This is an optimization exercise on Yosys and OpenROAD, whose aim is small area, not a production implementation.
Only simulation tests tie the RTL to the original design; equivalence was not proved.
Power is estimated from default activity; no workload was simulated.

==> design.v <==
`timescale 1ns / 1ps
module clk(
        input ClkPort,
        input rst,
        output sim_clk,
        output sim_tick
    );
    localparam TICK_BIT = 14;
    reg [26:0] clk_ctr;
    always @(posedge ClkPort)
        if (rst)
            clk_ctr <= 0;
        else
            clk_ctr <= clk_ctr + 1;
    assign sim_clk = clk_ctr[TICK_BIT];
    assign sim_tick = (clk_ctr[TICK_BIT:0] == {1'b0, {TICK_BIT{1'b1}}});
endmodule
`timescale 1ns / 1ps
module set_ptr (
        input [9:0] x, y,
        output [5:0] row_ptr, col_ptr,
        output valid
    );
    localparam ROW_MAX = 14;
    localparam COL_MAX = 19;
    localparam LEFT = 144;
    localparam TOP = 35;
    assign row_ptr = (y - TOP) >> 5;    
    assign col_ptr = (x - LEFT) >> 5;
    assign valid = (row_ptr >= 0 && row_ptr <= ROW_MAX) &&
           (col_ptr >= 0 && col_ptr <= COL_MAX);
endmodule
module level_rd (
        input [2:0] level_num,
        input [9:0] x, y,
        output [2:0] data
    );
    reg [2:0] level1 [0:299];
    reg [2:0] level2 [0:299];
    reg [2:0] level3 [0:299];
    reg [2:0] level4 [0:299];
    initial begin
        $readmemb("lvl1.mem", level1);
        $readmemb("lvl2.mem", level2);
        $readmemb("lvl3.mem", level3);
        $readmemb("lvl4.mem", level4);
    end
    wire [5:0] row_ptr, col_ptr;
    wire valid;
    set_ptr sp(
                .x(x),
                .y(y),
                .row_ptr(row_ptr),
                .col_ptr(col_ptr),
                .valid(valid)
            );
    wire [8:0] addr;
    assign addr = row_ptr * 20 + col_ptr;
    assign data = !valid
           ? 3'd0
           : level_num == 0
           ? level1[addr]
           : level_num == 1
           ? level2[addr]
           : level_num == 2
           ? level3[addr]
           : level4[addr];
endmodule
module level(
        input [2:0] level_num,
        input [9:0] x1,
        input [9:0] y1,
        output [2:0] data1,
        input [9:0] x2,
        input [9:0] y2,
        output [2:0] data2,
        input [9:0] x3,
        input [9:0] y3,
        output [2:0] data3,
        input [9:0] x4,
        input [9:0] y4,
        output [2:0] data4
    );
    level_rd rd1(.level_num(level_num), .x(x1), .y(y1), .data(data1));
    level_rd rd2(.level_num(level_num), .x(x2), .y(y2), .data(data2));
    level_rd rd3(.level_num(level_num), .x(x3), .y(y3), .data(data3));
    level_rd rd4(.level_num(level_num), .x(x4), .y(y4), .data(data4));
endmodule
`timescale 1ns / 1ps
module game_controller(
        input clk,
        input rst,
        input sim_tick,
        input reset,
        input playerWin,
        input levelSelect,
        input [1:0] levelSelectNum,
        output [31:0] initPlayerState,
        output [31:0] initLizardState,
        output [20:0] initBlockState,
        output [31:0] initCampfireState,
        output reg [2:0] level_num,
        output reg nextLevel
    );
    localparam LEFT = 144;
    localparam TOP = 35;
    function [9:0] grid_x;
        input [5:0] col;
        grid_x = ((col - 1) << 5) + LEFT;
    endfunction
    function [9:0] grid_y;
        input [5:0] row;
        grid_y = ((row - 1) << 5) + TOP + 31;
    endfunction
    localparam level1 = 3'd0,
               level2 = 3'd1,
               level3 = 3'd2,
               level4 = 3'd3;
    localparam LVL_MAX = 3'd3;
    wire [2:0] state;
    assign state = level_num;
    reg [9:0] player_xPos, player_yPos;
    reg [4:0] player_xSpeed, player_ySpeed;
    reg player_xDir, player_yDir;
    reg [9:0] lizard_xPos, lizard_yPos;
    reg [4:0] lizard_xSpeed;
    reg lizard_xDir, lizard_yDir;
    reg [9:0] blockX, blockY;
    reg blockVisible;
    reg [9:0] campfireX, campfireY;
    always @(posedge clk) begin
        if (rst) begin
            nextLevel <= 0;
            level_num <= 0;
        end
        else if (sim_tick) begin
            if (levelSelect) begin
                nextLevel <= 0;
                level_num <= {1'b0, levelSelectNum};
            end
            else if (playerWin) begin
                nextLevel <= 1;  
                level_num <= level_num == LVL_MAX
                          ? 0
                          : level_num + 1;
            end
            else
                nextLevel <= 0;
        end
    end
    always @(posedge clk) begin
        if (rst) begin
            player_xPos <= 0;
            player_yPos <= 0;
            player_xSpeed <= 0;
            player_ySpeed <= 0;
            player_xDir <= 0;
            player_yDir <= 0;
            lizard_xPos <= 0;
            lizard_yPos <= 0;
            lizard_xSpeed <= 0;
            lizard_xDir <= 0;
            lizard_yDir <= 0;
            blockX <= 0;
            blockY <= 0;
            blockVisible <= 0;
            campfireX <= 0;
            campfireY <= 0;
        end
        else if (sim_tick && reset) begin
            case (state)
                level1: begin
                    player_xPos <= grid_x(13);
                    player_yPos <= grid_y(11);
                    player_xSpeed <= 5'd4;
                    player_ySpeed <= 5'd0;
                    player_xDir <= 1'b0;
                    player_yDir <= 1'b0;
                    lizard_xPos <= 0;
                    lizard_yPos <= 0;
                    lizard_xSpeed <= 5'd0;
                    lizard_xDir <= 1'b1;
                    blockX <= 0;
                    blockY <= 0;
                    blockVisible <= 1'b0;
                    campfireX <= 0;
                    campfireY <= 0;
                end
                level2: begin
                    player_xPos <= grid_x(6);
                    player_yPos <= grid_y(13);
                    player_xSpeed <= 5'd4;
                    player_ySpeed <= 5'd0;
                    player_xDir <= 1'b0;
                    player_yDir <= 1'b0;
                    lizard_xPos <= 0;
                    lizard_yPos <= 0;
                    lizard_xSpeed <= 5'd0;
                    lizard_xDir <= 1'b1;
                    blockX <= 0;
                    blockY <= 0;
                    blockVisible <= 1'b0;
                    campfireX <= 0;
                    campfireY <= 0;
                end
                level3:  begin
                    player_xPos <= grid_x(2);
                    player_yPos <= grid_y(14);
                    player_xSpeed <= 5'd4;
                    player_ySpeed <= 5'd0;
                    player_xDir <= 1'b1;
                    player_yDir <= 1'b0;
                    lizard_xPos <= grid_x(6);
                    lizard_yPos <= grid_y(11);
                    lizard_xSpeed <= 5'd3;
                    lizard_xDir <= 1'b1;
                    blockX <= grid_x(14);
                    blockY <= grid_y(5);
                    blockVisible <= 1'b0;
                    campfireX <= 0;
                    campfireY <= 0;
                end
                level4: begin
                    player_xPos <= grid_x(4);
                    player_yPos <= grid_y(5);
                    player_xSpeed <= 5'd4;
                    player_ySpeed <= 5'd0;
                    player_xDir <= 1'b0;
                    player_yDir <= 1'b0;
                    lizard_xPos <= grid_x(3);
                    lizard_yPos <= grid_y(14);
                    lizard_xSpeed <= 5'd3;
                    lizard_xDir <= 1'b1;
                    blockX <= grid_x(16);
                    blockY <= grid_y(4);
                    blockVisible <= 1'b0;
                    campfireX <= 0;
                    campfireY <= 0;
                end
            endcase
        end
    end
    assign initPlayerState = {player_xPos, player_yPos, player_xSpeed, player_ySpeed, player_xDir, player_yDir};
    assign initLizardState = {lizard_xPos, lizard_yPos, lizard_xSpeed, 5'b0, lizard_xDir, 1'b0};
    assign initBlockState = {blockX, blockY, blockVisible};
    assign initCampfireState = {campfireX, campfireY, 12'b0};
endmodule
`timescale 1ns / 1ps
module lizard_resolver(
        input clk,
        input rst,
        input en,
        input [9:0] lizard_xPos, lizard_yPos,
        input [4:0] lizard_xSpeed,
        input lizard_xDir,
        input [2:0] blockType,
        output reg [9:0] x, y,
        output reg valid,
        output reg [1:0] col
    );
    localparam LIZARD_WIDTH = 32,
               LIZARD_HEIGHT = 32;
    localparam idle = 2'd0,
               check_left = 2'd1,
               check_right = 2'd2,
               done = 2'd3;
    reg [2:0] state;
    reg [9:0] nextX;
    reg collided;
    always @(posedge clk) begin
        if (rst) begin
            state <= idle;
            x <= 0;
            y <= 0;
            valid <= 0;
            col <= 0;
            nextX = 0;
            collided = 0;
        end
        else begin
            case (state)
                idle: begin
                    if (en) begin
                        col <= 0;
                        valid <= 0;
                        nextX = lizard_xDir == 1'b0
                        ? lizard_xPos - lizard_xSpeed
                        : lizard_xPos + lizard_xSpeed;
                        x <= nextX;
                        y <= lizard_yPos;
                        state <= check_left;
                    end
                end
                check_left: begin
                    state <= check_right;
                    x <= nextX + (LIZARD_WIDTH - 1);
                    y <= lizard_yPos;
                end
                check_right: begin
                    state <= done;
                    valid <= 1;
                end
                done: begin
                    if (!en)
                        state <= idle;
                end
            endcase
            if (state >= check_left && state <= check_right) begin
                case (blockType)
                    3'd1: collided = 1;
                    3'd4: collided = 1;
                    default: collided = 0;
                endcase
                if (collided)
                    if (lizard_xDir == 1'b0)
                        col[1] <= 1;
                    else
                        col[0] <= 1;
            end
        end
    end
endmodule
module blade_resolver(
        input clk,
        input rst,
        input en,
        input [9:0] blade_xPos, blade_yPos,
        input [4:0] blade_xSpeed,
        input blade_xDir,
        input [9:0] block_xPos, block_yPos,
        output reg blockCol,
        input [9:0] lizard_xPos, lizard_yPos,
        output reg lizardKillCol,
        input [2:0] blockType,
        output reg [9:0] x, y,
        output reg valid,
        output reg col
    );
    function detect_AABB_collision;
        input [9:0] x1, y1, x2, y2;
        input [9:0] width1, height1, width2, height2;
        reg AToRightOfB;
        reg AToLeftOfB;
        reg AAboveB;
        reg ABelowB;
        begin
            AToRightOfB = x1 > (x2 + width2 - 1);
            AToLeftOfB = (x1 + width1 - 1) < x2;
            AAboveB = y1 < (y2 - height2 + 1);
            ABelowB = (y1 - height1 + 1) > y2;
            detect_AABB_collision = !(AToRightOfB || AToLeftOfB || AAboveB || ABelowB);
        end
    endfunction
    localparam BLADE_WIDTH = 28,
               BLADE_HEIGHT = 16;
    localparam idle = 3'd0,
               check_bl = 3'd1,
               check_ul = 3'd2,
               check_ur = 3'd3,
               check_br = 3'd4,
               done = 3'd5;
    reg [2:0] state;
    reg [9:0] bNextX;
    reg collided;
    reg collidedWithBlock;
    reg collidedWithLizard;
    always @(posedge clk) begin
        if (rst) begin
            state <= idle;
            x <= 0;
            y <= 0;
            valid <= 0;
            col <= 0;
            blockCol <= 0;
            lizardKillCol <= 0;
            bNextX = 0;
            collided = 0;
            collidedWithBlock = 0;
            collidedWithLizard = 0;
        end
        else begin
            case (state)
                idle: begin
                    if (en) begin
                        col <= 0;
                        blockCol <= 0;
                        lizardKillCol <= 0;
                        valid <= 0;
                        bNextX = blade_xDir == 1'b0
                        ? blade_xPos - blade_xSpeed
                        : blade_xPos + blade_xSpeed;
                        x <= bNextX;
                        y <= blade_yPos;   
                        state <= check_bl;
                    end
                end
                check_bl: begin
                    state <= check_ul;
                    x <= bNextX;
                    y <= blade_yPos - (BLADE_HEIGHT - 1);
                end
                check_ul: begin
                    state <= check_ur;
                    x <= bNextX + (BLADE_WIDTH - 1);
                    y <= blade_yPos - (BLADE_HEIGHT - 1);
                end
                check_ur: begin
                    state <= check_br;
                    x <= bNextX + (BLADE_WIDTH - 1);
                    y <= blade_yPos;
                end
                check_br: begin
                    state <= done;
                    valid <= 1;
                end
                done: begin
                    if (!en)
                        state <= idle;
                end
            endcase
            if (state >= check_bl && state <= check_br) begin
                case (blockType)
                    3'd0: collided = 0;
                    3'd3: collided = 0;
                    3'd4: collided = 0;
                    default: collided = 1;
                endcase
                if (state == check_bl) begin
                    collidedWithBlock = detect_AABB_collision(
                            x, y, block_xPos, block_yPos, BLADE_WIDTH, BLADE_HEIGHT, 32, 32
                        );
                    collidedWithLizard = detect_AABB_collision(
                            x, y, lizard_xPos, lizard_yPos, BLADE_WIDTH, BLADE_HEIGHT, 32, 32
                        );
                end
                if (collided || collidedWithBlock || collidedWithLizard)
                    col <= 1;
                if (collidedWithBlock) begin
                    blockCol <= 1;
                end
                if (collidedWithLizard) begin
                    lizardKillCol <= 1;
                end
            end
        end
    end
endmodule
module player_resolver(
        input clk,
        input rst,
        input en,
        input [9:0] player_xPos, player_yPos,
        input [4:0] player_xSpeed, player_ySpeed,
        input player_xDir, player_yDir,
        input [9:0] block_xPos, block_yPos,
        input [9:0] lizard_xPos, lizard_yPos,
        input [2:0] blockType,
        output reg [9:0] x, y,
        output reg valid,
        output reg [3:0] col,
        output reg playerKill,
        output reg playerWin
    );
    function detect_AABB_collision;
        input [9:0] x1, y1, x2, y2;
        input [9:0] width1, height1, width2, height2;
        reg AToRightOfB;
        reg AToLeftOfB;
        reg AAboveB;
        reg ABelowB;
        begin
            AToRightOfB = x1 > (x2 + width2 - 1);
            AToLeftOfB = (x1 + width1 - 1) < x2;
            AAboveB = y1 < (y2 - height2 + 1);
            ABelowB = (y1 - height1 + 1) > y2;
            detect_AABB_collision = !(AToRightOfB || AToLeftOfB || AAboveB || ABelowB);
        end
    endfunction
    localparam TOP_COL = 4'd3,
               RIGHT_COL = 4'd2,
               BOT_COL = 4'd1,
               LEFT_COL = 4'd0;
    reg [3:0] state;
    reg [9:0] nextX, nextY;
    reg [9:0] xCheck, yCheck;
    reg checkingHor;
    reg collided;
    reg collidedWithBlock;
    reg collidedWithLizard;
    localparam
        idle = 4'd0,
        horizontal = 4'd1,
        vertical = 4'd2,
        check_bl = 4'd3,     
        check_ul = 4'd4,    
        check_ur = 4'd5,    
        check_br = 4'd6,    
        checked = 4'd7,
        done = 4'd8;
    localparam left = 1'b0,
               right = 1'b1,
               down = 1'b0,
               up = 1'b1;
    always @ (posedge clk) begin
        if (rst) begin
            state <= idle;
            x <= 0;
            y <= 0;
            valid <= 0;
            col <= 0;
            playerKill <= 0;
            playerWin <= 0;
            nextX = 0;
            nextY = 0;
            checkingHor <= 0;
            collided = 0;
            collidedWithBlock = 0;
            collidedWithLizard = 0;
        end
        else begin
            case (state)
                idle: begin
                    if (en) begin
                        state <= horizontal;
                        valid <= 0;
                        col <= 4'b0000;
                        playerKill <= 0;
                        playerWin <= 0;
                    end
                end
                horizontal: begin
                    nextX = player_xDir == left
                    ? player_xPos - player_xSpeed
                    : player_xPos + player_xSpeed;
                    nextY = player_yPos;
                    x <= nextX;
                    y <= nextY;
                    state <= check_bl;
                    checkingHor <= 1;
                end
                vertical: begin
                    nextX = player_xPos;
                    nextY = player_yDir == down
                    ? player_yPos + player_ySpeed
                    : player_yPos - player_ySpeed;
                    x <= nextX;            
                    y <= nextY;
                    state <= check_bl;
                    checkingHor <= 0;
                end
                check_bl: begin
                    state <= check_ul;
                    x <= nextX;            
                    y <= nextY - 10'd31;
                end
                check_ul: begin
                    state <= check_ur;
                    x <= nextX + 10'd31;   
                    y <= nextY - 10'd31;
                end
                check_ur: begin
                    state <= check_br;
                    x <= nextX + 10'd31;   
                    y <= nextY;
                end
                check_br: state <= checked;
                checked: begin
                    if (checkingHor == 1)
                        state <= vertical;
                    else begin
                        valid <= 1;
                        state <= done;
                    end
                end
                done: begin
                    if (!en) begin
                        state <= idle;
                    end
                end
            endcase
            if (state >= check_bl && state <= check_br) begin
                case (blockType)
                    3'd1: collided = 1;
                    3'd2: begin
                        if (player_yDir == down)
                            collided = 1;
                        else
                            collided = 0;
                    end
                    3'd3: playerWin <= 1;
                    default: collided = 0;
                endcase
                if (state == check_bl) begin
                    collidedWithBlock = detect_AABB_collision(
                            x, y, block_xPos, block_yPos, 10'd32, 10'd32, 10'd32, 10'd32
                        );
                    collidedWithLizard = detect_AABB_collision(
                            x, y, lizard_xPos, lizard_yPos, 10'd32, 10'd32, 10'd32, 10'd32
                        );
                end
                if (collided || collidedWithBlock)
                    if (checkingHor)
                        if (player_xDir == left)
                            col[LEFT_COL] <= 1;
                        else
                            col[RIGHT_COL] <= 1;
                    else
                        if (player_yDir == down)
                            col[BOT_COL] <= 1;
                        else
                            col[TOP_COL] <= 1;
                if (collidedWithLizard)
                    playerKill <= 1;
            end
        end
    end
endmodule
module collision_resolver(
        input clk,
        input rst,
        input sim_clk,
        input [31:0] playerState,
        output reg [3:0] playerCol,
        output reg playerKill,
        output reg playerWin,
        input [26:0] bladeState,
        output reg bladeCol,
        input [31:0] lizardState,
        output reg [1:0] lizardCol,
        output reg lizardKillCol,
        input [19:0] blockPos,
        output reg blockCol,
        input [2:0] blockType1,
        output [9:0] x1, y1,
        input [2:0] blockType2,
        output [9:0] x2, y2,
        input [2:0] blockType3,
        output [9:0] x3, y3
    );
    reg [9:0] player_xPos, player_yPos;
    reg [4:0] player_xSpeed, player_ySpeed;
    reg player_xDir, player_yDir;
    wire tempPlayerKill;
    wire tempPlayerWin;
    wire [3:0] temp_col;
    reg playerEn;
    wire playerValid;
    reg [9:0] blade_xPos, blade_yPos;
    reg [4:0] blade_xSpeed;
    reg blade_xDir;
    wire tempBladeCol;
    reg bladeEn;
    wire bladeValid;
    reg [9:0] lizard_xPos, lizard_yPos;
    reg [4:0] lizard_xSpeed;
    reg lizard_xDir;
    wire [1:0] tempLizardCol;
    wire tempLizardKillCol;
    reg lizardEn;
    wire lizardValid;
    reg [9:0] lizard_nextX;
    reg [9:0] block_xPos, block_yPos;
    wire tempBlockCol;
    reg sim_clk_s, sim_clk_ss;
    always @(posedge clk) begin
        if (rst) begin
            sim_clk_s <= 0;
            sim_clk_ss <= 0;
        end
        else begin
            sim_clk_s <= sim_clk;
            sim_clk_ss <= sim_clk_s;
        end
    end
    localparam
        init = 3'd0,
        send = 3'd3;
    reg [2:0] state;
    always @(posedge clk) begin
        if (rst) begin
            state <= init;
            playerEn <= 0;
            bladeEn <= 0;
            lizardEn <= 0;
            player_xPos <= 0;
            player_yPos <= 0;
            player_xSpeed <= 0;
            player_ySpeed <= 0;
            player_xDir <= 0;
            player_yDir <= 0;
            blade_xPos <= 0;
            blade_yPos <= 0;
            blade_xSpeed <= 0;
            blade_xDir <= 0;
            lizard_xPos <= 0;
            lizard_yPos <= 0;
            lizard_xSpeed <= 0;
            lizard_xDir <= 0;
            lizard_nextX <= 0;
            block_xPos <= 0;
            block_yPos <= 0;
            playerCol <= 0;
            bladeCol <= 0;
            lizardCol <= 0;
            lizardKillCol <= 0;
            playerKill <= 0;
            playerWin <= 0;
            blockCol <= 0;
        end
        else begin
            case (state)
                init: begin
                    player_xPos <= playerState[31:22];
                    player_yPos <= playerState[21:12];
                    player_xSpeed <= playerState[11:7];
                    player_ySpeed <= playerState[6:2];
                    player_xDir <= playerState[1];
                    player_yDir <= playerState[0];
                    blade_xPos <= bladeState[26:17];
                    blade_yPos <= bladeState[16:7];
                    blade_xSpeed <= bladeState[6:2];
                    blade_xDir <= bladeState[1];
                    lizard_xPos <= lizardState[31:22];
                    lizard_yPos <= lizardState[21:12];
                    lizard_xSpeed <= lizardState[11:7];
                    lizard_xDir <= lizardState[1];
                    lizard_nextX <= lizardState[1] == 1'b0
                    ? lizardState[31:22] - lizardState[11:7]
                    : lizardState[31:22] + lizardState[11:7];
                    block_xPos <= blockPos[19:10];
                    block_yPos <= blockPos[9:0];
                    playerEn <= 1;
                    bladeEn <= 1;
                    lizardEn <= 1;
                    state <= send;
                end
                send: begin
                    if (sim_clk_ss && playerValid && bladeValid && lizardValid) begin
                        playerCol <= temp_col;
                        bladeCol <= tempBladeCol;
                        lizardCol <= tempLizardCol;
                        lizardKillCol <= tempLizardKillCol;
                        playerKill <= tempPlayerKill;
                        playerWin <= tempPlayerWin;
                        blockCol <= tempBlockCol;
                        playerEn <= 0;
                        bladeEn <= 0;
                        lizardEn <= 0;
                        state <= init;
                    end
                end
            endcase
        end
    end
    player_resolver pc(.clk(clk),
                       .rst(rst),
                       .en(playerEn),
                       .player_xPos(player_xPos),
                       .player_yPos(player_yPos),
                       .player_xSpeed(player_xSpeed),
                       .player_ySpeed(player_ySpeed),
                       .player_xDir(player_xDir),
                       .player_yDir(player_yDir),
                       .playerKill(tempPlayerKill),
                       .playerWin(tempPlayerWin),
                       .lizard_xPos(lizard_nextX),
                       .lizard_yPos(lizard_yPos),
                       .block_xPos(block_xPos),
                       .block_yPos(block_yPos),
                       .blockType(blockType1),
                       .valid(playerValid),
                       .col(temp_col),
                       .x(x1),
                       .y(y1));
    blade_resolver br(.clk(clk),
                      .rst(rst),
                      .en(bladeEn),
                      .blade_xPos(blade_xPos),
                      .blade_yPos(blade_yPos),
                      .blade_xSpeed(blade_xSpeed),
                      .blade_xDir(blade_xDir),
                      .lizard_xPos(lizard_nextX),
                      .lizard_yPos(lizard_yPos),
                      .lizardKillCol(tempLizardKillCol),
                      .block_xPos(block_xPos),
                      .block_yPos(block_yPos),
                      .blockCol(tempBlockCol),
                      .blockType(blockType2),
                      .x(x2),
                      .y(y2),
                      .valid(bladeValid),
                      .col(tempBladeCol)
                     );
    lizard_resolver lr(.clk(clk),
                       .rst(rst),
                       .en(lizardEn),
                       .lizard_xPos(lizard_xPos),
                       .lizard_yPos(lizard_yPos),
                       .lizard_xSpeed(lizard_xSpeed),
                       .lizard_xDir(lizard_xDir),
                       .blockType(blockType3),
                       .x(x3),
                       .y(y3),
                       .valid(lizardValid),
                       .col(tempLizardCol)
                      );
endmodule
`timescale 1ns / 1ps
module player(
        input clk,
        input rst,
        input sim_tick,
        input reset,
        input jump_r,
        input playerKill,
        input [3:0] playerCol,
        input [31:0] initPlayerState,
        output [31:0] playerState,
        output reg playerDead
    );
    reg [9:0] xPos, yPos;
    reg [4:0] xSpeed, ySpeed;
    reg xDir, yDir;
    localparam left = 1'b0,
               right = 1'b1,
               down = 1'b0,
               up = 1'b1;
    localparam GRAVITY = 1;
    localparam BOT_COL = 4'd1;
    wire HOR_COL;
    wire VERT_COL;
    assign HOR_COL = playerCol[0] || playerCol[2];
    assign VERT_COL = playerCol[1] || playerCol[3];
    reg airborne;
    always @(posedge clk) begin
        if (rst) begin
            xPos <= 10'd176;
            yPos <= 10'd99;
            xSpeed <= 5'd4;
            ySpeed <= 5'd0;
            xDir <= right;
            yDir <= down;
            airborne <= 0;
            playerDead <= 0;
        end
        else if (sim_tick) begin
        if (reset) begin
            xPos <= initPlayerState[31:22];
            yPos <= initPlayerState[21:12];
            xSpeed <= initPlayerState[11:7];
            ySpeed <= initPlayerState[6:2];
            xDir <= initPlayerState[1];
            yDir <= initPlayerState[0];
            playerDead <= 0;
        end
        else begin
            xPos <= xDir == left
                 ? xPos - xSpeed
                 : xPos + xSpeed;
            yPos <= yDir == down
                 ? yPos + ySpeed:
                 yPos - ySpeed;
            if (jump_r && !airborne && (playerCol[BOT_COL] || ySpeed == 0)) begin
                ySpeed <= 17;  
                yDir <= up;
                airborne <= 1;
            end
            else begin
                if (yDir == down)
                    ySpeed <= ySpeed + GRAVITY;
                else begin
                    if (ySpeed > GRAVITY)
                        ySpeed <= ySpeed - GRAVITY;
                    else begin
                        ySpeed <= 0;
                        yDir <= down;
                    end
                end
            end
            if (HOR_COL) begin
                xPos <= xDir == left
                     ? xPos - xSpeed + (32 - ((xPos - xSpeed - 144) & 31))
                     : xPos + xSpeed - ((xPos + xSpeed - 144) & 31) - 1;
                xDir <= xDir == left ? right : left;
            end
            if (VERT_COL) begin
                if (playerCol[BOT_COL]) begin
                    yPos <= yPos + ySpeed - ((yPos + ySpeed - 35) & 31) - 1;
                    ySpeed <= 0;
                    airborne <= 0;
                end
                else begin
                    yPos <= yPos - ySpeed + (32 - (((yPos - ySpeed - 35) & 31) + 1));
                    ySpeed <= 0;
                    yDir <= down;
                end
            end
            if (playerKill)
                playerDead <= 1;
        end
        end
    end
    assign playerState = {xPos, yPos, xSpeed, ySpeed, xDir, yDir};
endmodule
`timescale 1ns / 1ps
module blade(
        input clk,
        input rst,
        input sim_tick,
        input shoot,
        input [9:0] player_xPos, player_yPos,
        input [4:0] player_xSpeed,
        input player_xDir,
        input bladeCol,
        output [26:0] bladeState
    );
    reg [9:0] xPos, yPos;
    reg [4:0] xSpeed;   
    reg xDir;
    reg isActive;
    reg [9:0] nextX;
    localparam X_OFFSET = 40,
               Y_OFFSET = 8,
               X_SPEED_OFFSET = 8;
    localparam init = 1'b0,
               move = 1'b1;
    reg state;
    always @(posedge clk) begin
        if (rst) begin
            state <= init;
            xPos <= 0;
            yPos <= 0;
            xSpeed <= 0;
            xDir <= 0;
            isActive <= 0;
        end
        else if (sim_tick) begin
        case (state)
            init: begin
                if (shoot) begin
                    xPos <= player_xDir == 1'b0
                    ? player_xPos - X_OFFSET - 28
                    : player_xPos + X_OFFSET;
                    yPos <= player_yPos - Y_OFFSET;
                    xSpeed <= player_xSpeed + X_SPEED_OFFSET;
                    xDir <= player_xDir;
                    isActive <= 1;
                    state <= move;
                end
            end
            move: begin
                nextX = xDir == 1'b0
                ? xPos - xSpeed
                : xPos + xSpeed;
                xPos <= nextX;
                if (nextX < 144 || nextX > 783 || bladeCol) begin
                    xPos <= 0;
                    yPos <= 0;
                    xSpeed <= 0;
                    isActive <= 0;
                    state <= init;
                end
            end
        endcase
        end
    end
    assign bladeState = {xPos, yPos, xSpeed, xDir, isActive};
endmodule
`timescale 1ns / 1ps
module lizard(
        input clk,
        input rst,
        input sim_tick,
        input reset,
        input [1:0] lizardCol,        
        input lizardKillCol,
        input [31:0] initLizardState,
        output [31:0] lizardState     
    );
    reg [9:0] xPos, yPos;             
    reg [4:0] xSpeed;                 
    reg xDir;                         
    localparam left = 1'b0,           
               right = 1'b1;          
    wire HOR_COL;                     
    assign HOR_COL = lizardCol[0] || lizardCol[1];   
    always @(posedge clk) begin
        if (rst) begin
            xPos <= 10'd200;               
            yPos <= 10'd150;               
            xSpeed <= 5'd3;                
            xDir <= right;                 
        end
        else if (sim_tick) begin
        if (reset) begin
            xPos <= initLizardState[31:22];
            yPos <= initLizardState[21:12];
            xSpeed <= initLizardState[11:7];
            xDir <= initLizardState[1];
        end
        else begin
            xPos <= xDir == left
                 ? xPos - xSpeed
                 : xPos + xSpeed;
            if (HOR_COL) begin
                xPos <= xDir == left
                     ? xPos - xSpeed + (32 - ((xPos - xSpeed) & 31))
                     : xPos + xSpeed - ((xPos + xSpeed) & 31) - 1;
                xDir <= ~xDir;   
            end
            if (lizardKillCol) begin
                xPos <= 0;
                yPos <= 0;
                xSpeed <= 0;
            end
        end
        end
    end
    assign lizardState = {xPos, yPos, xSpeed, 5'b0, xDir, 1'b0};
endmodule
`timescale 1ns / 1ps
module campfire(
        input clk,
        input rst,
        input sim_tick,
        input reset,
        input [31:0] initCampfireState,
        output [31:0] campfireState     
    );
    reg [9:0] xPos, yPos;               
    always @(posedge clk) begin
        if (rst) begin
            xPos <= 10'd250;                 
            yPos <= 10'd180;                 
        end
        else if (sim_tick && reset) begin
            xPos <= initCampfireState[31:22];
            yPos <= initCampfireState[21:12];
        end
    end
    assign campfireState = {xPos, yPos, 12'b0};  
endmodule
`timescale 1ns / 1ps
module destroyable_block (
        input clk,
        input rst,
        input sim_tick,
        input reset,
        input col,
        input [20:0] initBlockState,
        output [20:0] blockState
    );
    reg [9:0] blockX, blockY;
    reg blockVisible;
    always @(posedge clk) begin
        if (rst) begin
            blockX <= 10'b0;
            blockY <= 10'b0;
            blockVisible <= 1'b0;
        end
        else if (sim_tick) begin
        if (reset) begin
            blockX <= initBlockState[20:11];
            blockY <= initBlockState[10:1];
            blockVisible <= initBlockState[0];
        end
        if (col) begin
            blockVisible <= 1'b0;
            blockX <= 10'b0;
            blockY <= 10'b0;
        end
        end
    end
    assign blockState = {blockX, blockY, blockVisible};
endmodule
`timescale 1ns / 1ps
module vga_controller(
        input clk,
        input rst,
        output hSync, vSync,
        output frameStart,
        output reg bright,
        output reg [9:0] hCount,
        output reg [9:0] vCount  
    );
    reg pulse;
    reg clk25;
    wire en25;
    assign en25 = ~pulse & ~clk25;
    always @(posedge clk)
        if (rst) begin
            pulse <= 0;
            clk25 <= 0;
        end
        else begin
            pulse <= ~pulse;
            if (~pulse)
                clk25 <= ~clk25;
        end
    always @ (posedge clk)
    begin
        if (rst)
        begin
            hCount <= 0;
            vCount <= 0;
        end
        else if (en25)
        begin
        if (hCount < 10'd799)
        begin
            hCount <= hCount + 1;
        end
        else if (vCount < 10'd524)
        begin
            hCount <= 0;
            vCount <= vCount + 1;
        end
        else
        begin
            hCount <= 0;
            vCount <= 0;
        end
        end
    end
    assign hSync = (hCount < 96) ? 1:0;
    assign vSync = (vCount < 2) ? 1:0;
    assign frameStart = ((vCount == 0) && (hCount == 0)) ? 1:0;
    always @(posedge clk)
    begin
        if (rst)
            bright <= 0;
        else if (en25)
        begin
        if(hCount > 10'd143 && hCount < 10'd784 && vCount > 10'd34 && vCount < 10'd516)
            bright <= 1;
        else
            bright <= 0;
        end
    end
endmodule
`timescale 1ns / 1ps
module display_player(
        input [9:0] x, y, playerX, playerY,
        output playerZone,
        output [11:0] rgb
    );
    localparam PLAYER_SIZE = 32;
    assign playerZone = (x >= playerX && x <= (playerX + PLAYER_SIZE - 1))
           && (y >= (playerY - (PLAYER_SIZE - 1)) && y <= playerY);
    localparam RED = 12'b1111_0000_0000;
    assign rgb = RED;
endmodule
module display_blade(
        input [9:0] x, y, bladeX, bladeY,
        output bladeZone,
        output [11:0] rgb
    );
    localparam BLADE_WIDTH = 28,
               BLADE_HEIGHT = 16;
    assign bladeZone = (x >= bladeX && x <= (bladeX + BLADE_WIDTH - 1))
           && (y >= (bladeY - (BLADE_HEIGHT - 1)) && y <= bladeY);
    localparam CYAN = 12'h6DF;
    assign rgb = CYAN;
endmodule
module display_foreground_block(
        input [2:0] blockType,
        output foregroundBlockZone,
        output [11:0] rgb
    );
    localparam FOREGROUND_BLOCK_ID = 1;
    localparam BLUE = 12'b0000_0000_1111;
    assign foregroundBlockZone = blockType == FOREGROUND_BLOCK_ID;
    assign rgb = BLUE;
endmodule
module display_half_slab(
        input [9:0] x, y,
        input [2:0] blockType,
        output halfSlabZone,
        output [11:0] rgb
    );
    localparam HALF_SLAB_ID = 2;
    wire isHalfSlab;
    assign isHalfSlab = blockType == HALF_SLAB_ID;
    wire isUpperHalf;
    assign isUpperHalf = ((y - 35) & 31) <= 15;
    assign halfSlabZone = isHalfSlab && isUpperHalf;
    localparam GREEN = 12'b0000_1111_0000;
    assign rgb = GREEN;
endmodule
module display_door(
        input [2:0] blockType,
        output doorZone,
        output [11:0] rgb
    );
    localparam DOOR_ID = 3;
    assign doorZone = blockType == 3;
    localparam BROWN = 12'h630;
    assign rgb = BROWN;
endmodule
module display_lizard(
        input [9:0] x, y, lizardX, lizardY,
        output lizardZone,
        output [11:0] rgb
    );
    localparam LIZARD_WIDTH = 32,
               LIZARD_HEIGHT = 32;
    assign lizardZone = (x >= lizardX && x <= (lizardX + LIZARD_WIDTH - 1))
           && (y >= (lizardY - (LIZARD_HEIGHT - 1)) && y <= lizardY);
    localparam ORANGE = 12'b1111_1010_0000;
    assign rgb = ORANGE;
endmodule
module display_destroyable_block(
        input [9:0] x, y, blockX, blockY,
        input blockVisible,
        output blockZone,
        output [11:0] rgb
    );
    localparam BLOCK_SIZE = 32;
    assign blockZone = blockVisible
           && (x >= blockX && x <= (blockX + BLOCK_SIZE - 1))
           && (y >= (blockY - (BLOCK_SIZE - 1)) && y <= blockY);
    localparam PURPLE = 12'h905;
    assign rgb = PURPLE;
endmodule
module display_campfire(
        input [9:0] x, y, campfireX, campfireY,
        output campfireZone,
        output [11:0] rgb
    );
    localparam CAMPFIRE_WIDTH = 20,
               CAMPFIRE_HEIGHT = 20;
    assign campfireZone = (x >= campfireX && x <= (campfireX + CAMPFIRE_WIDTH - 1))
           && (y >= (campfireY - (CAMPFIRE_HEIGHT - 1)) && y <= campfireY);
    localparam FLAME = 12'hF30;
    assign rgb = FLAME;
endmodule
module display_controller(
        input clk,
        input rst,
        input frameStart,
        input bright,
        input [9:0] hCount, vCount,
        input [19:0] playerPos,
        input [3:0] playerCol,
        input [19:0] bladePos,
        input [2:0] blockType,
        input [19:0] lizardPos,
        input [19:0] blockPos,
        input isBlockVisible,
        input [19:0] campfirePos,
        output reg [11:0] rgb
    );
    parameter BLACK = 12'b0000_0000_0000;
    parameter RAND = 12'b1101_1010_1101;
    parameter GREEN = 12'b0000_1111_0000;
    parameter RED = 12'b0011_0000_0000;
    parameter GRAY = 12'b1111_1111_1111;
    parameter ORANGE = 12'b1111_1010_0000;
    reg [9:0] playerX, playerY;
    reg [9:0] bladeX, bladeY;
    reg [9:0] lizardX, lizardY;
    reg [9:0] blockX, blockY;
    reg blockVisible;
    reg [9:0] campfireX, campfireY;
    always @(posedge clk)
    begin
        if (rst)
        begin
            playerX <= 0;
            playerY <= 0;
            bladeX <= 0;
            bladeY <= 0;
            lizardX <= 0;
            lizardY <= 0;
            blockX <= 0;
            blockY <= 0;
            blockVisible <= 0;
            campfireX <= 0;
            campfireY <= 0;
        end
        else if (frameStart)
        begin
            playerX <= playerPos[19:10];
            playerY <= playerPos[9:0];
            bladeX <= bladePos[19:10];
            bladeY <= bladePos[9:0];
            lizardX <= lizardPos[19:10];
            lizardY <= lizardPos[9:0];
            blockX <= blockPos[19:10];
            blockY <= blockPos[9:0];
            blockVisible <= isBlockVisible;
            campfireX <= campfirePos[19:10];
            campfireY <= campfirePos[9:0];
        end
    end
    wire BLADE_ZONE;
    wire [11:0] BLADE_RGB;
    display_blade d_b(.x(hCount),
                      .y(vCount),
                      .bladeX(bladeX),
                      .bladeY(bladeY),
                      .bladeZone(BLADE_ZONE),
                      .rgb(BLADE_RGB)
                     );
    wire PLAYER_ZONE;
    wire [11:0] PLAYER_RGB;
    display_player d_p(
                       .x(hCount),
                       .y(vCount),
                       .playerX(playerX),
                       .playerY(playerY),
                       .playerZone(PLAYER_ZONE),
                       .rgb(PLAYER_RGB)
                   );
    wire FOREGROUND_BLOCK_ZONE;
    wire [11:0] FOREGROUND_BLOCK_RGB;
    display_foreground_block d_fb(.blockType(blockType),
                                  .foregroundBlockZone(FOREGROUND_BLOCK_ZONE),
                                  .rgb(FOREGROUND_BLOCK_RGB));
    wire HALF_SLAB_ZONE;
    wire [11:0] HALF_SLAB_RGB;
    display_half_slab d_hs(
                          .x(hCount),
                          .y(vCount),
                          .blockType(blockType),
                          .halfSlabZone(HALF_SLAB_ZONE),
                          .rgb(HALF_SLAB_RGB)
                      );
    wire DOOR_ZONE;
    wire [11:0] DOOR_RGB;
    display_door d_d(.blockType(blockType),
                     .doorZone(DOOR_ZONE),
                     .rgb(DOOR_RGB));
    wire LIZARD_ZONE, BLOCK_ZONE, CAMPFIRE_ZONE;
    wire [11:0] LIZARD_RGB, BLOCK_RGB, CAMPFIRE_RGB;
    display_lizard d_l(.x(hCount), .y(vCount), .lizardX(lizardX), .lizardY(lizardY),
                       .lizardZone(LIZARD_ZONE), .rgb(LIZARD_RGB));
    display_destroyable_block d_db(.x(hCount),
                                   .y(vCount),
                                   .blockX(blockX),
                                   .blockY(blockY),
                                   .blockVisible(blockVisible),
                                   .blockZone(BLOCK_ZONE),
                                   .rgb(BLOCK_RGB));
    display_campfire d_cf(.x(hCount), .y(vCount), .campfireX(campfireX), .campfireY(campfireY),
                          .campfireZone(CAMPFIRE_ZONE), .rgb(CAMPFIRE_RGB));
    always @(*)
    begin
        if (~bright)
            rgb = BLACK;
        else if (BLADE_ZONE)
            rgb = BLADE_RGB;
        else if (PLAYER_ZONE)
            rgb = PLAYER_RGB;
        else if (LIZARD_ZONE)
            rgb = LIZARD_RGB;
        else if (BLOCK_ZONE)
            rgb = BLOCK_RGB;
        else if (CAMPFIRE_ZONE)
            rgb = CAMPFIRE_RGB;
        else if (FOREGROUND_BLOCK_ZONE)
            rgb = FOREGROUND_BLOCK_RGB;
        else if (HALF_SLAB_ZONE)
            rgb = HALF_SLAB_RGB;
        else if (DOOR_ZONE)
            rgb = DOOR_RGB;
        else
            rgb = GRAY;
    end
endmodule
`timescale 1ns / 1ps
module sk_top(
        input ClkPort,
        input Reset,
        input BtnL, BtnR, BtnD,
        input Sw0, Sw1, Sw2, Sw3, Sw4, Sw5, Sw6, Sw7,
        output hSync, vSync,
        output [3:0] vgaR, vgaB, vgaG,
        output QuadSpiFlashCS
    );
    wire [7:0] adjustableValue;
    assign adjustableValue = {Sw7, Sw6, Sw5, Sw4, Sw3, Sw2, Sw1, Sw0};
    wire fs;
    wire bright;
    wire [9:0] hc, vc;
    wire [11:0] rgb;
    wire sim_clk;
    wire sim_tick;
    clk sc(.ClkPort(ClkPort), .rst(Reset), .sim_clk(sim_clk), .sim_tick(sim_tick));
    wire jump_r;
    assign jump_r = BtnL;
    wire [2:0] level_num;
    wire [31:0] initPlayerState;
    wire [31:0] pState;
    wire [3:0] pCol;
    wire playerKill;
    wire playerDead;
    wire playerWin;
    wire [26:0] bState;
    wire bCol;
    wire [31:0] initLizardState;
    wire [31:0] lizardState;
    wire [1:0] lizardCol;
    wire lizardKillCol;
    wire blockCol;
    wire [20:0] initBlockState;
    wire [20:0] blockState;
    wire [31:0] initCampfireState;
    wire [31:0] campfireState;
    wire nextLevel;
    wire reset;
    assign reset = playerDead || BtnD || nextLevel;
    game_controller gc(.clk(ClkPort),
                       .rst(Reset),
                       .sim_tick(sim_tick),
                       .reset(reset),
                       .initPlayerState(initPlayerState),
                       .initLizardState(initLizardState),
                       .initBlockState(initBlockState),
                       .initCampfireState(initCampfireState),
                       .level_num(level_num),
                       .playerWin(playerWin),
                       .levelSelect(BtnD),
                       .levelSelectNum({Sw1, Sw0}),
                       .nextLevel(nextLevel)
                      );
    wire [2:0] playerBlockType;
    wire [2:0] bladeBlockType;
    wire [2:0] lizardBlockType;
    wire [9:0] colX1, colY1, colX2, colY2, colX3, colY3;
    collision_resolver cr(.clk(ClkPort),
                          .rst(Reset),
                          .sim_clk(sim_clk),
                          .playerState(pState),
                          .playerCol(pCol),
                          .playerKill(playerKill),
                          .playerWin(playerWin),
                          .bladeState(bState),
                          .bladeCol(bCol),
                          .lizardState(lizardState),
                          .lizardCol(lizardCol),
                          .lizardKillCol(lizardKillCol),
                          .blockPos(blockState[20:1]),
                          .blockCol(blockCol),
                          .blockType1(playerBlockType),
                          .x1(colX1),
                          .y1(colY1),
                          .blockType2(bladeBlockType),
                          .x2(colX2),
                          .y2(colY2),
                          .blockType3(lizardBlockType),
                          .x3(colX3),
                          .y3(colY3)
                         );
    wire [2:0] displayBlockType;
    level lvl(.level_num(level_num),
              .x1(hc),
              .y1(vc),
              .data1(displayBlockType),
              .x2(colX1),
              .y2(colY1),
              .data2(playerBlockType),
              .x3(colX2),
              .y3(colY2),
              .data3(bladeBlockType),
              .x4(colX3),
              .y4(colY3),
              .data4(lizardBlockType));
    player p(.clk(ClkPort),
             .rst(Reset),
             .sim_tick(sim_tick),
             .reset(reset),
             .jump_r(jump_r),
             .playerCol(pCol),
             .initPlayerState(initPlayerState),
             .playerState(pState),
             .playerKill(playerKill),
             .playerDead(playerDead));
    blade b(.clk(ClkPort),
            .rst(Reset),
            .sim_tick(sim_tick),
            .shoot(BtnR),
            .player_xPos(pState[31:22]),
            .player_yPos(pState[21:12]),
            .player_xSpeed(pState[11:7]),
            .player_xDir(pState[1]),
            .bladeState(bState),
            .bladeCol(bCol));
    lizard liz(
               .clk(ClkPort),
               .rst(Reset),
               .sim_tick(sim_tick),
               .reset(reset),
               .lizardCol(lizardCol),
               .lizardKillCol(lizardKillCol),
               .initLizardState(initLizardState),
               .lizardState(lizardState)
           );
    campfire cf(
                 .clk(ClkPort),
                 .rst(Reset),
                 .sim_tick(sim_tick),
                 .reset(reset),
                 .initCampfireState(initCampfireState),
                 .campfireState(campfireState)
             );
    destroyable_block db(.clk(ClkPort),
                         .rst(Reset),
                         .sim_tick(sim_tick),
                         .reset(reset),
                         .col(blockCol),
                         .initBlockState(initBlockState),
                         .blockState(blockState)
                        );
    vga_controller vctrl(.clk(ClkPort),
                         .rst(Reset),
                         .frameStart(fs),
                         .hSync(hSync), .vSync(vSync),
                         .bright(bright), .hCount(hc), .vCount(vc));
    display_controller dctrl(
                           .clk(ClkPort),
                           .rst(Reset),
                           .frameStart(fs),
                           .hCount(hc),
                           .vCount(vc),
                           .bright(bright),
                           .rgb(rgb),
                           .playerPos(pState[31:12]),
                           .playerCol(pCol),
                           .bladePos(bState[26:7]),
                           .blockType(displayBlockType),
                           .lizardPos(lizardState[31:12]),
                           .campfirePos(campfireState[31:12]),
                           .blockPos(blockState[20:1]),
                           .isBlockVisible(blockState[0])
                       );
    assign vgaR = rgb[11 : 8];
    assign vgaG = rgb[7  : 4];
    assign vgaB = rgb[3  : 0];
    assign {QuadSpiFlashCS} = 1'b1;
endmodule
==> lvl1.mem <==
001 001 001 001 001 001 001 001 001 001 001 001 001 001 001 001 001 001 001 001
001 001 001 001 001 001 001 001 001 001 001 001 001 001 001 001 001 001 001 001
001 001 001 000 000 000 000 000 000 000 000 000 000 000 000 000 000 000 001 001
001 001 001 000 000 000 000 000 000 000 000 000 000 000 000 000 000 000 001 001
001 001 001 000 000 000 000 000 000 000 000 000 000 000 000 000 000 000 001 001
001 001 001 000 000 000 000 000 000 000 000 000 000 001 001 011 011 011 001 001
001 001 001 000 000 000 000 000 000 000 000 000 000 001 001 011 011 011 001 001
001 001 001 000 000 000 000 000 000 001 001 001 001 001 001 001 001 001 001 001
001 001 001 010 010 010 010 010 010 001 001 001 001 001 001 001 001 001 001 001
001 001 001 000 000 000 000 000 000 000 000 000 000 001 001 001 001 001 001 001
001 001 001 001 001 001 000 000 000 000 000 000 000 001 001 001 001 001 001 001
001 001 001 001 001 001 001 001 001 001 001 001 001 001 001 001 001 001 001 001
001 001 001 001 001 001 001 001 001 001 001 001 001 001 001 001 001 001 001 001
001 001 001 001 001 001 001 001 001 001 001 001 001 001 001 001 001 001 001 001
001 001 001 001 001 001 001 001 001 001 001 001 001 001 001 001 001 001 001 001
==> lvl2.mem <==
001 001 001 001 001 001 001 001 001 001 001 001 001 001 001 001 001 001 001 001
001 001 001 001 001 001 001 001 001 001 001 001 001 001 001 001 001 001 001 001
001 001 001 001 001 001 001 001 001 001 001 001 000 000 000 000 000 000 000 001
001 001 001 001 001 001 001 001 001 001 001 001 000 000 000 000 000 000 000 001
001 001 001 001 001 001 001 001 001 001 001 001 000 000 000 000 000 000 000 001
001 000 000 000 000 000 000 000 000 000 000 000 000 001 010 010 010 010 000 001
001 000 000 000 000 000 000 000 000 000 011 011 011 001 000 000 000 000 000 001
001 000 000 000 000 000 000 000 000 000 011 011 011 001 000 000 000 000 000 001
001 000 000 000 000 000 000 000 000 001 001 001 001 001 000 010 010 010 001 001
001 001 010 010 010 000 000 000 000 000 000 000 000 000 000 000 000 000 001 001
001 001 000 000 000 000 000 000 000 000 000 000 000 000 000 000 000 000 001 001
001 001 001 001 001 010 010 010 010 010 010 001 001 001 001 001 001 001 001 001
001 001 001 001 001 000 000 000 000 000 000 001 001 001 001 001 001 001 001 001
001 001 001 001 001 001 001 001 001 001 001 001 001 001 001 001 001 001 001 001
001 001 001 001 001 001 001 001 001 001 001 001 001 001 001 001 001 001 001 001
==> lvl3.mem <==
001 001 001 001 001 001 001 001 001 001 001 001 001 001 001 001 001 001 001 001
001 000 000 000 000 000 000 000 000 000 000 000 000 000 000 000 000 000 000 001
001 000 000 000 000 000 000 000 000 000 000 000 000 000 000 000 000 000 000 001
001 011 011 011 000 000 000 000 000 000 000 000 000 000 000 000 000 000 000 001
001 011 011 011 000 000 000 000 000 000 000 000 000 000 000 000 000 000 000 001
001 001 001 001 010 010 010 010 010 010 000 000 000 010 010 010 010 010 010 001
001 001 001 001 000 000 000 000 000 000 000 000 000 000 000 000 000 000 000 001
001 000 000 000 000 000 000 000 000 000 000 000 000 000 000 000 000 000 000 001
001 000 000 000 000 000 000 000 000 000 000 000 000 000 001 001 001 001 001 001
001 000 000 000 000 000 000 000 000 000 000 000 000 000 001 001 001 001 001 001
001 000 000 000 100 000 000 000 000 000 000 000 000 100 001 001 001 001 001 001
001 000 000 000 000 001 001 001 001 001 001 001 001 000 001 001 001 001 001 001
001 000 000 000 000 001 001 001 001 001 001 001 001 000 001 001 001 001 001 001
001 000 000 000 000 001 001 001 001 001 001 001 001 001 001 001 001 001 001 001
001 001 001 001 001 001 001 001 001 001 001 001 001 001 001 001 001 001 001 001
==> lvl4.mem <==
001 001 001 001 001 001 001 001 001 001 001 001 001 001 001 001 001 001 001 001
001 000 000 000 000 000 000 001 001 001 001 001 001 001 001 001 001 001 001 001
001 000 000 000 000 000 000 000 000 001 000 000 000 000 000 000 000 000 000 001
001 010 010 010 001 000 000 000 000 001 000 000 000 000 000 000 000 000 000 001
001 000 000 000 001 000 000 000 000 001 000 000 000 000 000 001 000 000 000 001
001 001 001 001 001 000 000 000 000 001 000 000 000 000 000 001 000 000 000 001
001 000 000 000 001 010 000 000 000 001 000 000 000 000 000 001 000 000 000 001
001 000 000 000 000 000 000 000 000 001 010 010 010 000 000 001 000 000 000 001
001 000 000 001 001 001 001 001 001 001 000 000 000 000 000 001 000 000 000 001
001 000 000 000 000 000 000 000 000 000 000 000 000 000 000 001 000 000 000 001
001 000 000 000 000 000 000 000 000 000 000 000 001 001 001 001 000 000 000 001
001 000 000 000 000 000 000 000 000 000 000 000 001 001 001 001 000 000 000 001
001 000 000 000 000 000 000 000 010 010 010 010 001 011 011 011 000 000 000 001
001 100 000 000 000 000 000 000 000 000 000 100 001 011 011 011 000 000 000 001
001 001 001 001 001 001 001 001 001 001 001 001 001 001 001 001 001 001 001 001
==> run.sh <==
#!/bin/bash
# synth_recipe.tcl (not shown) runs the flow's synth.tcl, then flattens the netlist and writes it again
# the make line also repeats each setting of config.mk as NAME=value (left out here)
make -C /OpenROAD-flow-scripts/flow DESIGN_CONFIG=/design/flow/config.mk WORK_HOME=/design/flow/orfs CLKGATE_MAP_FILE= SYNTH_SCRIPT=/design/flow/synth_recipe.tcl finish
==> config.mk <==
export PLATFORM = sky130hd
export DESIGN_NAME = sk_top
export DESIGN_NICKNAME = sk_top
export VERILOG_FILES = /design/flow/design.v
export SDC_FILE = /design/flow/constraint.sdc
export NUM_CORES = 4
export LEC_CHECK = 0
export CAP_MARGIN = 20
export CORE_MARGIN = 2
export CORE_UTILIZATION = 40
export SLEW_MARGIN = 20
==> constraint.sdc <==
create_clock -name core_clock -period 10.0 [get_ports {ClkPort}]
set_input_delay 2.0000 -clock core_clock [delete_from_list [all_inputs] [get_ports {ClkPort}]]
set_output_delay 2.0000 -clock core_clock [all_outputs]
set_load 0.01 [all_outputs]
==> metrics.md <==
| Metric | Value |
|---|---|
| Status | finished clean |
| Cell variety after synth | 99 |
| RD Place Congestion | 0.910 |
| Leakage | 16.6 nW |
| 1st-iter DRT viols | 3,900 |
| Netlist Area Pre-Place | 38,400 sq um |
| Seq/Total Area, Yosys | 20.7% |
| Hold endpoint | cr.state[0] |
| Final HPWL DP | 84.9 mm |
| Reg with most FFs | sc.clk_ctr |
| Internal power | 5.69 mW |
| Largest net degree at the start of global routing | 178 |
| Clock Power Share | 15.6% |
| Initial Util | 40.4% |
| Placement Cell Area | 39,300 sq um |
| Critical path fanouts, max | 17 |
| Startpoint type of the worst setup path | flip-flop |
| Slew Viols, Final | 0 |
| Fraction of layout cells with a size suffix above 1 | 4.29% |
| CTS buffer count | 47 |
| Nets | 5,430 |
| Count leader, synth | nand2_1 |
| Unrepaired setup endpoints after global routing | false |
| Die height | 314 um |
| # setup viols final | 0 |
| Critical R2R Capture | cr.pc.col[1] |
| Dpl cells | 6,127 |
| Die Wd | 314 um |
| Worst Reg2Reg Path Length in Cells | 18 |
| Post-Syn Area per Cell | 7.51 sq um |
| Port bufs | 20 |
| Post-CTS Resized | 0 |
| # H-tree levels | 2 |
| Routed Antenna Nets | 0 |
| Largest register FFs | 15 |
| Worst EP arrival | 6.72 ns |
| Sink Count | 397 |
| Yosys warns | 14 |
| First-pass GRT wire length | 187 mm |
| Worst Tran Pin Value | 1.20 ns |
| Worst path required time | 8.00 ns |
| Clock Pin Slew Worst Setup and Hold Paths | 0.06 ns |
| Cell taking the most area after synthesis | dfxtp_1 |
| Reg2reg setup slack | 3.74 ns |
| All-layer global routing usage | 23.1% |
| Critical R2R Launch | cr.pc.y[0] |
| Grt ovf | 0 |
| Mapped Cells | 5,105 |
| Final hold vios | 0 |
| Via Count | 36.7k |
| Die area | 98,400 sq um |
| Vias/cell | 5.90 |
| Max cap viols | 0 |
| Nature of the critical path endpoint | primary output |
| Hold buffers post-CTS | 0 |
| WS Path Type | flip-flop to primary output |
| Post-route cell area | 41,000 sq um |
| Post-synth top cells | 558 x nand2_1, 484 x ha_1, 458 x a21oi_1 |
| Final setup TNS | 0 ns |
| Hold Path Cell Cnt | 1 |
| Post-synth EDFFs | 0 |
| Worst Skew | 0.0160 ns |
| Syn nets | 5,624 |
| Power share of the combinational group | 68.9% |
| Core area | 95,000 sq um |
| Number of global-route vias before repair | 33.6k |
| Syn-to-layout area delta | 6.86% |
| Async SR Flop Fraction | 0% |
| Main synth FF type | dfxtp_1 |
| Wirelength per Cell | 18.8 um |
| Total Power | 11.8 mW |
| CTS tree | built |
| P per Cell Area | 288 nW/um^2 |
| Hold crit path type | flip-flop to flip-flop |
| Min Tclk post-route | 8.72 ns |
| Sw Pwr | 6.11 mW |
| # rows | 113 |
| Clock latency on the worst-skew pair | 0.58 ns |
| Max IR drop VDD | 407 uV |
| Hold Crit Start | cr.sim_clk_ss |
| Post-CTS setup buffer count | 0 |
| I/O pin total | 28 |
| Clock Path Buffers | 3 |
| #FFs+latches synth | 397 |
| Non-Filler Instances | 6,210 |
| Final wirelength | 117 mm |
| Max_slew headroom | 19.7% |
| Top post-synthesis cells by area | dfxtp_1 21%, ha_1 16%, a21oi_1 6.0% |
| Final core utilization | 43.1% |
| Drt first pass iters | 6 |
| Final worst-path cycle share | 87.2% |
| Fmax | 0.115 GHz |
| Sequential share of power | 15.6% |
| Yosys top cell area share | 20.7% |
| DRC Markers | 0 |
| Sw frac | 51.8% |
| Initial antenna violation count | 3 |
| Root Buffer | clkbuf_16 |
[placed cells by master (no fill, tap or decap), types with 51 or more instances in the layout]
cell / instances
dfxtp_1: 396
mux2i_1: 123
nand2_1: 557
nor3_1: 148
nand2b_1: 58
a31oi_1: 66
a21oi_1: 458
inv_1: 299
xnor2_1: 196
nor2_1: 454
ha_1: 484
nand4_1: 51
a21o_1: 58
a211oi_1: 102
o21ai_0: 236
xor2_1: 114
o211ai_1: 62
nand3_1: 140
[worst max-delay path: stages, from the launching register on]
cell,delay (ns)
dfxtp_1,0.53
or3_1,0.49
o21ai_0,0.37
xor2_1,0.37
ha_1,0.31
ha_1,0.30
ha_1,0.38
a21o_1,0.22
or3_1,0.38
nand2_1,0.48
nand2_1,0.19
o21ai_0,0.25
nor3_1,0.07
o41ai_1,0.49
a41o_1,0.23
mux2_2,0.34
a21oi_1,0.18
clkdlybuf4s50_1,0.56
[worst max-delay path by stage]
stage | startpoint | endpoint | cells after the start
2_1_floorplan | vctrl.vCount[4] | vgaR[2] | 19
3_3_place_gp | vctrl.vCount[3] | vgaR[1] | 16
3_5_place_dp | vctrl.vCount[3] | vgaR[2] | 16
4_1_cts | vctrl.vCount[3] | vgaR[2] | 16
5_1_grt | vctrl.vCount[3] | vgaB[2] | 16
6_report | vctrl.vCount[3] | vgaR[2] | 17
[routing by layer]
layer / up-vias / global-route usage, % / wire (um)
met5: - / 0 / 12
met4: 2 / 6.15 / 2920
met3: 172 / 2.37 / 6740
met2: 1175 / 36.4 / 51300
met1: 17300 / 33.4 / 55700
li1: 18000 / - / -
[stage by stage]
step / hold slack, ns / worst slack [ns]
2_1_floorplan: 0.414 / 2.97
6_report: 0.438 / 1.28
3_5_place_dp: 0.434 / 1.80
3_3_place_gp: 0.426 / 1.78
4_1_cts: 0.442 / 1.16
5_1_grt: 0.472 / 0.779
[cell families after synthesis]
kind of cell    Yosys count  share of synthesized area, %
compound gates         1417                          24.1
xor+xnor                323                          7.57
fa+ha+maj               506                          16.9
buf+inv                 613                          6.21
flops                   397                          20.7
mux                     142                          3.86
other cells               1                       0.00978
simple gates           1706                          20.6
[power groups by stage]
stage	clock network, mW	logic, mW	registers (mW)
2_1_floorplan	0	6.25	1.77
3_3_place_gp	0	7.89	1.86
3_5_place_dp	0	7.89	1.87
4_1_cts	1.88	7.93	1.83
5_1_grt	1.93	8.92	1.85
6_report	1.84	8.12	1.84
[cell type report]
type                    instances  area (sq um)
multi-input cells            4095         28100
clock inverters                20           299
well taps                    1265          1580
clock buffers                  61          1330
inverters                     303          1140
fillers                      9859         54000
repair buffers                 67           571
flip-flops and latches        397          7950
diodes                          2          5.00

==> static timing again, ports no longer ideal <==
Ports are ideal in the flow. The routed layout listed here was re-timed in OpenROAD. Step 1 sets driving cells, clkbuf_16 on the clock port and buf_2 on the other inputs (assumed; they add their load-dependent delay and slew). Step 2 also shifts input and output timing later by t, the mid clock arrival at the registers, as if the neighbouring blocks saw the same clock. Slacks: ideal / step 1 / step 2; pairs: ideal / step 1.
t, ns: 0.643
setup slack, ns: 1.279 / 1.210 / 1.854
slew at the worst register clock pin (ns): 0.06 / 0.06
pins driven straight from the clock port: 1
After both steps setup and hold are still met in this run. The setup slack of this run moves by -0.069 ns with the drivers and by +0.575 ns with both steps.
